What follows belongs to an exercise in optimizing a design on an open flow for small area and a short achievable clock period; a production flow would make more cautious choices. In this exercise RTL edits were held to simulation tests only and were not proved equivalent to the original. Power is estimated from default activity; no workload was simulated.

==> inputs of v3 <==
==> flow/design.v <==
module sign_extend(
	input logic [15:0] Imm,
	output logic [31:0] SignImm
	);
	assign SignImm = {{16{Imm[15]}},Imm};
endmodule
module MUX_RegDst(
	input logic RegDst,
	input logic [4:0] WriteReg,
	input logic [4:0] rt,
	output logic [4:0] RegDst_out
	);
	assign RegDst_out = RegDst ? WriteReg : rt;
endmodule
module MUX_ALUSrc(
	input logic ALUSrc,
	input logic [31:0] SignImm,
	input logic [31:0] RD2,
	output logic [31:0] ALUSrc_out
	);
	assign ALUSrc_out = ALUSrc ? SignImm : RD2;
endmodule
module MUX_MemtoReg(
	input logic MemtoReg,
	input logic [31:0] ALUResult,
	input logic [31:0] RD,  
	output logic [31:0] MemtoReg_out
	);
	assign MemtoReg_out = MemtoReg ? RD : ALUResult;
endmodule
module ALU(
	input logic [31:0] SrcA,
	input logic [31:0] SrcB,
	input logic [2:0] ALUControl,
	output logic [31:0] ALUResult
	);
	logic [31:0] b, p, g, c;
	logic [31:0] G [0:5];
	logic [31:0] P [0:5];
	assign b = ALUControl[2] ? ~SrcB : SrcB;
	assign p = SrcA ^ b;
	assign g = (SrcA & b) | {31'd0, p[0] & ALUControl[2]};
	always_comb begin
		G[0] = g;
		P[0] = p;
		for (int l = 0; l < 5; l++) begin
			for (int i = 0; i < 32; i++) begin
				if (i >= (1 << l)) begin
					G[l+1][i] = G[l][i] | (P[l][i] & G[l][i - (1 << l)]);
					P[l+1][i] = P[l][i] & P[l][i - (1 << l)];
				end else begin
					G[l+1][i] = G[l][i];
					P[l+1][i] = P[l][i];
				end
			end
		end
		c = {G[5][30:0], ALUControl[2]};
	end
	assign ALUResult = p ^ c;
endmodule
module register_file(
	input  logic        clk,
	input  logic        rst,
	input  logic        WE3,             
	input  logic [4:0]  A3,              
	input  logic [31:0] WD3,             
	input  logic [31:0] S1, S2, S4,      
	output logic [31:0] RD1, RD2, RD4,   
	output logic        V1, V2, V4       
	);
	logic [1023:0] rf;
	logic [31:0] valid;
	logic [31:0] wen;    
	always_comb begin
		wen = '0;
		wen[A3] = WE3;
	end
	for (genvar i = 0; i < 32; i++) begin : word
		always @(posedge clk or negedge rst)
			if (!rst)
				valid[i] <= 1'b0;
			else if (wen[i])
				valid[i] <= 1'b1;
		always @(posedge clk)
			if (wen[i])
				rf[i*32 +: 32] <= WD3;
	end
	read_port rp1(.sel(S1), .valid(valid), .mem(rf), .RD(RD1), .V(V1));
	read_port rp2(.sel(S2), .valid(valid), .mem(rf), .RD(RD2), .V(V2));
	read_port rp4(.sel(S4), .valid(valid), .mem(rf), .RD(RD4), .V(V4));
endmodule
module read_port(
	input  logic [31:0]   sel,
	input  logic [31:0]   valid,
	input  logic [1023:0] mem,
	output logic [31:0]   RD,
	output logic          V
	);
	logic [31:0] g;
	always_comb begin
		g = sel & valid;
		V = |g;
		RD = '0;
		for (int i = 0; i < 32; i++)
			RD = RD | ({32{g[i]}} & mem[i*32 +: 32]);
	end
endmodule
module data_memory(
	input  logic        clk,
	input  logic        rst,
	input  logic        WE,              
	input  logic [4:0]  WA,              
	input  logic [31:0] WD,              
	input  logic [3:0]  LO,              
	input  logic [7:0]  HOT,             
	output logic [31:0] RD,              
	output logic        V,               
	output logic        HIT              
	);
	logic [1023:0] mem;
	logic [31:0] valid;
	logic [31:0] wen;    
	always_comb begin
		wen = '0;
		wen[WA] = WE;
	end
	for (genvar i = 0; i < 32; i++) begin : word
		always @(posedge clk or negedge rst)
			if (!rst)
				valid[i] <= 1'b0;
			else if (wen[i])
				valid[i] <= 1'b1;
		always @(posedge clk)
			if (wen[i])
				mem[i*32 +: 32] <= WD;
	end
	logic [31:0] grp [0:7];
	logic [7:0]  vgrp, wgrp, g;
	always_comb begin
		for (int k = 0; k < 8; k++) begin
			grp[k] = '0;
			vgrp[k] = 1'b0;
			wgrp[k] = 1'b0;
			for (int j = 0; j < 4; j++) begin
				grp[k]  = grp[k] | ({32{LO[j]}} & mem[(4*k+j)*32 +: 32]);
				vgrp[k] = vgrp[k] | (LO[j] & valid[4*k+j]);
				wgrp[k] = wgrp[k] | (LO[j] & wen[4*k+j]);
			end
		end
		g = HOT & vgrp;
		V = |g;
		HIT = |(HOT & wgrp);
		RD = '0;
		for (int k = 0; k < 8; k++)
			RD = RD | ({32{g[k]}} & grp[k]);
	end
endmodule
module PC(
	input logic clk,
	input logic rst,
	input logic [31:0] instruction,  
	input logic RegWrite, MemWrite,  
	output logic [31:0] probe_register_file,
	output logic [31:0] probe_data_memory
	);
	logic [4:0] nA1, nA2, nA3;
	logic [31:0] nImm;
	assign nA1 = instruction[25:21];
	assign nA2 = instruction[20:16];
	MUX_RegDst regmux(.RegDst(instruction[31]), .WriteReg(instruction[15:11]), .rt(nA2), .RegDst_out(nA3));
	sign_extend sign_ext(.Imm(instruction[15:0]), .SignImm(nImm));
	logic [31:0] X, Y, ALUr, OP2, prf, pdm;
	logic [4:0]  A3r;
	logic        MemtoRegr;
	logic [31:0] WD;
	MUX_MemtoReg memmux(.MemtoReg(MemtoRegr), .ALUResult(ALUr), .RD(pdm), .MemtoReg_out(WD));
	logic [31:0] nB, nALU;
	MUX_ALUSrc alumux(.ALUSrc(instruction[30]), .SignImm(nImm), .RD2(Y), .ALUSrc_out(nB));
	ALU arithlu(.SrcA(X), .SrcB(nB), .ALUControl(instruction[29:27]), .ALUResult(nALU));
	function automatic logic [31:0] dec32(input logic [4:0] a);
		dec32 = '0;
		dec32[a] = 1'b1;
	endfunction
	logic [31:0] s1, s2, s3;
	assign s1 = dec32(nA1);
	assign s2 = dec32(nA2);
	assign s3 = dec32(instruction[15:11]);    
	logic [4:0] nb;
	logic [3:0] lohot;
	logic       c2;
	logic [7:0] hot0, hot;
	assign nb = (instruction[30] ? instruction[4:0] : Y[4:0]) ^ {5{instruction[29]}};
	always_comb begin
		lohot = '0;
		c2 = 1'b0;
		for (int u = 0; u < 32; u++)
			if ({X[1:0], nb[1:0], instruction[29]} == u[4:0]) begin
				lohot[(u[4:3] + u[2:1] + u[0]) % 4] = 1'b1;
				c2 = (u[4:3] + u[2:1] + u[0]) >= 4;
			end
		hot0 = '0;
		for (int u = 0; u < 64; u++)
			if ({X[4:2], nb[4:2]} == u[5:0])
				hot0[(u[5:3] + u[2:0]) % 8] = 1'b1;
	end
	assign hot = c2 ? {hot0[6:0], hot0[7]} : hot0;
	logic [4:0] nAddr;   
	always_comb begin
		nAddr = '0;
		for (int k = 0; k < 8; k++)
			if (hot[k]) nAddr[4:2] = nAddr[4:2] | k[2:0];
		for (int j = 0; j < 4; j++)
			if (lohot[j]) nAddr[1:0] = nAddr[1:0] | j[1:0];
	end
	logic [31:0] rd1, rd2, rd3, rdm;
	logic        v1, v2, v3, vm, hitm;
	register_file rf(.clk(clk), .rst(rst), .WE3(RegWrite), .A3(A3r), .WD3(WD),
		.S1(s1), .S2(s2), .S4(s3), .RD1(rd1), .RD2(rd2), .RD4(rd3), .V1(v1), .V2(v2), .V4(v3));
	data_memory dm(.clk(clk), .rst(rst), .WE(MemWrite), .WA(ALUr[4:0]), .WD(OP2),
		.LO(lohot), .HOT(hot), .RD(rdm), .V(vm), .HIT(hitm));
	function automatic logic [31:0] word(input logic [31:0] d, input logic v, input logic [4:0] a);
		word = {d[31:5], d[4:0] | (a & {5{~v}})};
	endfunction
	logic [31:0] nY;
	assign nY = (RegWrite && A3r == nA2) ? WD : word(rd2, v2, nA2);
	always @(posedge clk) begin
		X         <= (RegWrite && A3r == nA1) ? WD : word(rd1, v1, nA1);
		Y         <= nY;
		prf       <= instruction[31] ? ((RegWrite && A3r == instruction[15:11]) ? WD : word(rd3, v3, instruction[15:11])) : nY;
		pdm       <= hitm ? OP2 : word(rdm, vm, nAddr);
		ALUr      <= nALU;
		OP2       <= Y;
		A3r       <= nA3;
		MemtoRegr <= instruction[26];
	end
	assign probe_register_file = prf;
	assign probe_data_memory = pdm;
endmodule
==> flow/run.sh <==
#!/bin/bash
# synth_recipe.tcl (not shown) runs the flow's synth.tcl, then flattens the netlist and writes it again
# the make line also repeats each setting of config.mk as NAME=value (left out here)
make -C /OpenROAD-flow-scripts/flow DESIGN_CONFIG=/design/flow/config.mk WORK_HOME=/design/flow/orfs CLKGATE_MAP_FILE= SYNTH_SCRIPT=/design/flow/synth_recipe.tcl finish
==> flow/config.mk <==
export PLATFORM = sky130hd
export DESIGN_NAME = PC
export DESIGN_NICKNAME = PC
export VERILOG_FILES = /design/flow/design.v
export SDC_FILE = /design/flow/constraint.sdc
export NUM_CORES = 4
export LEC_CHECK = 0
export CAP_MARGIN = 20
export CELL_PAD_IN_SITES_DETAIL_PLACEMENT = 1
export CELL_PAD_IN_SITES_GLOBAL_PLACEMENT = 2
export CORE_MARGIN = 2
export CORE_UTILIZATION = 30
export CTS_CLUSTER_DIAMETER = 60
export CTS_CLUSTER_SIZE = 20
export PLACE_DENSITY = 0.4
export SETUP_SLACK_MARGIN = 2.6
export SLEW_MARGIN = 20
==> flow/constraint.sdc <==
create_clock -name core_clock -period 7.0 [get_ports {clk}]
set_input_delay 1.4000 -clock core_clock [delete_from_list [all_inputs] [get_ports {clk}]]
set_output_delay 1.4000 -clock core_clock [all_outputs]
set_load 0.01 [all_outputs]
==> v18: changes against v3 <==
--- a/flow/design.v
+++ b/flow/design.v
@@ -65,6 +65,7 @@
 	input  logic [4:0]  A3,              
 	input  logic [31:0] WD3,             
 	input  logic [31:0] S1, S2, S4,      
+	input  logic [4:0]  A1, A2, A4,      
 	output logic [31:0] RD1, RD2, RD4,   
 	output logic        V1, V2, V4       
 	);
@@ -85,12 +86,13 @@
 			if (wen[i])
 				rf[i*32 +: 32] <= WD3;
 	end
-	read_port rp1(.sel(S1), .valid(valid), .mem(rf), .RD(RD1), .V(V1));
-	read_port rp2(.sel(S2), .valid(valid), .mem(rf), .RD(RD2), .V(V2));
-	read_port rp4(.sel(S4), .valid(valid), .mem(rf), .RD(RD4), .V(V4));
+	read_port rp1(.sel(S1), .A(A1), .valid(valid), .mem(rf), .RD(RD1), .V(V1));
+	read_port rp2(.sel(S2), .A(A2), .valid(valid), .mem(rf), .RD(RD2), .V(V2));
+	read_port rp4(.sel(S4), .A(A4), .valid(valid), .mem(rf), .RD(RD4), .V(V4));
 endmodule
 module read_port(
 	input  logic [31:0]   sel,
+	input  logic [4:0]    A,
 	input  logic [31:0]   valid,
 	input  logic [1023:0] mem,
 	output logic [31:0]   RD,
@@ -99,7 +101,7 @@
 	logic [31:0] g;
 	always_comb begin
 		g = sel & valid;
-		V = |g;
+		V = valid[A];    
 		RD = '0;
 		for (int i = 0; i < 32; i++)
 			RD = RD | ({32{g[i]}} & mem[i*32 +: 32]);
@@ -185,25 +187,58 @@
 	assign s1 = dec32(nA1);
 	assign s2 = dec32(nA2);
 	assign s3 = dec32(instruction[15:11]);    
-	logic [4:0] nb;
+	function automatic logic [11:0] adec(input logic [4:0] x, input logic [4:0] b, input logic cin);
+		logic [3:0] lh;
+		logic       cy;
+		logic [7:0] h0;
+		lh = '0;
+		cy = 1'b0;
+		for (int u = 0; u < 32; u++)
+			if ({x[1:0], b[1:0], cin} == u[4:0]) begin
+				lh[(u[4:3] + u[2:1] + u[0]) % 4] = 1'b1;
+				cy = (u[4:3] + u[2:1] + u[0]) >= 4;
+			end
+		h0 = '0;
+		for (int u = 0; u < 64; u++)
+			if ({x[4:2], b[4:2]} == u[5:0])
+				h0[(u[5:3] + u[2:0]) % 8] = 1'b1;
+		adec = {cy ? {h0[6:0], h0[7]} : h0, lh};
+	endfunction
+	logic [11:0] dRp, dRm, dIp, dIm, dsel;
+	assign dRp = adec(X[4:0], Y[4:0], 1'b0);
+	assign dRm = adec(X[4:0], ~Y[4:0], 1'b1);
+	assign dIp = adec(X[4:0], instruction[4:0], 1'b0);
+	assign dIm = adec(X[4:0], ~instruction[4:0], 1'b1);
+	always_comb
+		case (instruction[30:29])
+			2'b00: dsel = dRp;
+			2'b01: dsel = dRm;
+			2'b10: dsel = dIp;
+			default: dsel = dIm;
+		endcase
 	logic [3:0] lohot;
-	logic       c2;
-	logic [7:0] hot0, hot;
-	assign nb = (instruction[30] ? instruction[4:0] : Y[4:0]) ^ {5{instruction[29]}};
-	always_comb begin
-		lohot = '0;
-		c2 = 1'b0;
-		for (int u = 0; u < 32; u++)
-			if ({X[1:0], nb[1:0], instruction[29]} == u[4:0]) begin
-				lohot[(u[4:3] + u[2:1] + u[0]) % 4] = 1'b1;
-				c2 = (u[4:3] + u[2:1] + u[0]) >= 4;
-			end
-		hot0 = '0;
-		for (int u = 0; u < 64; u++)
-			if ({X[4:2], nb[4:2]} == u[5:0])
-				hot0[(u[5:3] + u[2:0]) % 8] = 1'b1;
-	end
-	assign hot = c2 ? {hot0[6:0], hot0[7]} : hot0;
+	logic [7:0] hot;
+	assign lohot = dsel[3:0];
+	assign hot = dsel[11:4];
+	function automatic logic sum_is(input logic [4:0] x, input logic [4:0] b, input logic cin, input logic [4:0] w);
+		logic [4:0] t;
+		t = x ^ b ^ w;
+		sum_is = (t[0] == cin);
+		for (int i = 0; i < 4; i++)
+			sum_is = sum_is & (t[i+1] == ((x[i] & b[i]) | (x[i] & t[i]) | (b[i] & t[i])));
+	endfunction
+	logic hRp, hRm, hIp, hIm, hitw;
+	assign hRp = sum_is(X[4:0], Y[4:0], 1'b0, ALUr[4:0]);
+	assign hRm = sum_is(X[4:0], ~Y[4:0], 1'b1, ALUr[4:0]);
+	assign hIp = sum_is(X[4:0], instruction[4:0], 1'b0, ALUr[4:0]);
+	assign hIm = sum_is(X[4:0], ~instruction[4:0], 1'b1, ALUr[4:0]);
+	always_comb
+		case (instruction[30:29])
+			2'b00: hitw = MemWrite & hRp;
+			2'b01: hitw = MemWrite & hRm;
+			2'b10: hitw = MemWrite & hIp;
+			default: hitw = MemWrite & hIm;
+		endcase
 	logic [4:0] nAddr;   
 	always_comb begin
 		nAddr = '0;
@@ -215,7 +250,7 @@
 	logic [31:0] rd1, rd2, rd3, rdm;
 	logic        v1, v2, v3, vm, hitm;
 	register_file rf(.clk(clk), .rst(rst), .WE3(RegWrite), .A3(A3r), .WD3(WD),
-		.S1(s1), .S2(s2), .S4(s3), .RD1(rd1), .RD2(rd2), .RD4(rd3), .V1(v1), .V2(v2), .V4(v3));
+		.S1(s1), .S2(s2), .S4(s3), .A1(nA1), .A2(nA2), .A4(instruction[15:11]), .RD1(rd1), .RD2(rd2), .RD4(rd3), .V1(v1), .V2(v2), .V4(v3));
 	data_memory dm(.clk(clk), .rst(rst), .WE(MemWrite), .WA(ALUr[4:0]), .WD(OP2),
 		.LO(lohot), .HOT(hot), .RD(rdm), .V(vm), .HIT(hitm));
 	function automatic logic [31:0] word(input logic [31:0] d, input logic v, input logic [4:0] a);
@@ -227,7 +262,7 @@
 		X         <= (RegWrite && A3r == nA1) ? WD : word(rd1, v1, nA1);
 		Y         <= nY;
 		prf       <= instruction[31] ? ((RegWrite && A3r == instruction[15:11]) ? WD : word(rd3, v3, instruction[15:11])) : nY;
-		pdm       <= hitm ? OP2 : word(rdm, vm, nAddr);
+		pdm       <= hitw ? OP2 : word(rdm, vm, nAddr);
 		ALUr      <= nALU;
 		OP2       <= Y;
 		A3r       <= nA3;
- SETUP_SLACK_MARGIN: 2.6 -> 3.5
==> summary.md <==
| Metric | Value |
|---|---|
| Power dissipated in sequential cells | `18.9 mW` |
| Worst ir drop on vdd | `0.000206 V` |
| Share of final layout cell area taken by clock buffers and inverters | `0.0731` |
| Global-route track usage on met1 | `0.418` |
| Status | `complete, no violations` |
| Initial DRC count | `11.0k` |
| Worst hold path startpoint | `Y[18]$_DFF_P_` |
[end of results for v3]
==> summary.md <==
| Metric | Value |
|---|---|
| Most used routing layer in global routing | `met2` |
| Final max-slew violation count | `0` |
| Initial DRC count | `13.5k` |
| Area contributors post-synth | `sky130_fd_sc_hd__edfxtp_1 (61%), sky130_fd_sc_hd__a22oi_1 (8.8%), sky130_fd_sc_hd__dfxtp_1 (3.9%), sky130_fd_sc_hd__a221oi_1 (2.6%), sky130_fd_sc_hd__a22o_1 (2.0%)` |
| Diodes inserted | `38` |
| Power dissipated in sequential cells | `19.6 mW` |
| Worst ir drop on vdd | `0.000238 V` |
| Global-route track usage on met1 | `0.441` |
| Fraction of cell area in non-clock buffers | `0.0952` |
| Cell breakdown of the critical path | `buf_6, inv_6, ha_4, nor3b_2, nand2_2, o32ai_2, and3_4, buf_4, a22oi_1, nand2_1, nor4_2, a21oi_1, mux2_4` |
| Final routed DRC violation total | `0` |
| Status | `complete, no violations` |
[end of results for v18]

-- what the ideal ports hide --
No port has a modelled driver above. Below, the same layouts with a new extraction and two added sets of constraints. Step 1 assumes that a clkbuf_16 drives the clock port and a buf_2 every other input. Step 2, shift: input delay + t, output delay - t, t = (earliest + latest rising clock arrival at the registers) / 2. This alone moves slack from input paths to output paths. a / b / c = ideal ports / drivers / drivers and shift; a / b = the first two.
run | t (ns) | setup WS [ns] | slew at the worst register clock pin (ns) | worst slew at a driven data input, ns
v3 | 1.042 | 2.510 / 2.587 / 1.546 | 0.08 / 0.08 | 0.11
v18 | 1.093 | 3.347 / 3.283 / 2.190 | 0.08 / 0.08 | 0.21
After both steps setup and hold are still met in every run listed. For v18, which loses most, drivers alone change the setup slack by -0.064 ns; drivers and shift together by -1.157 ns.
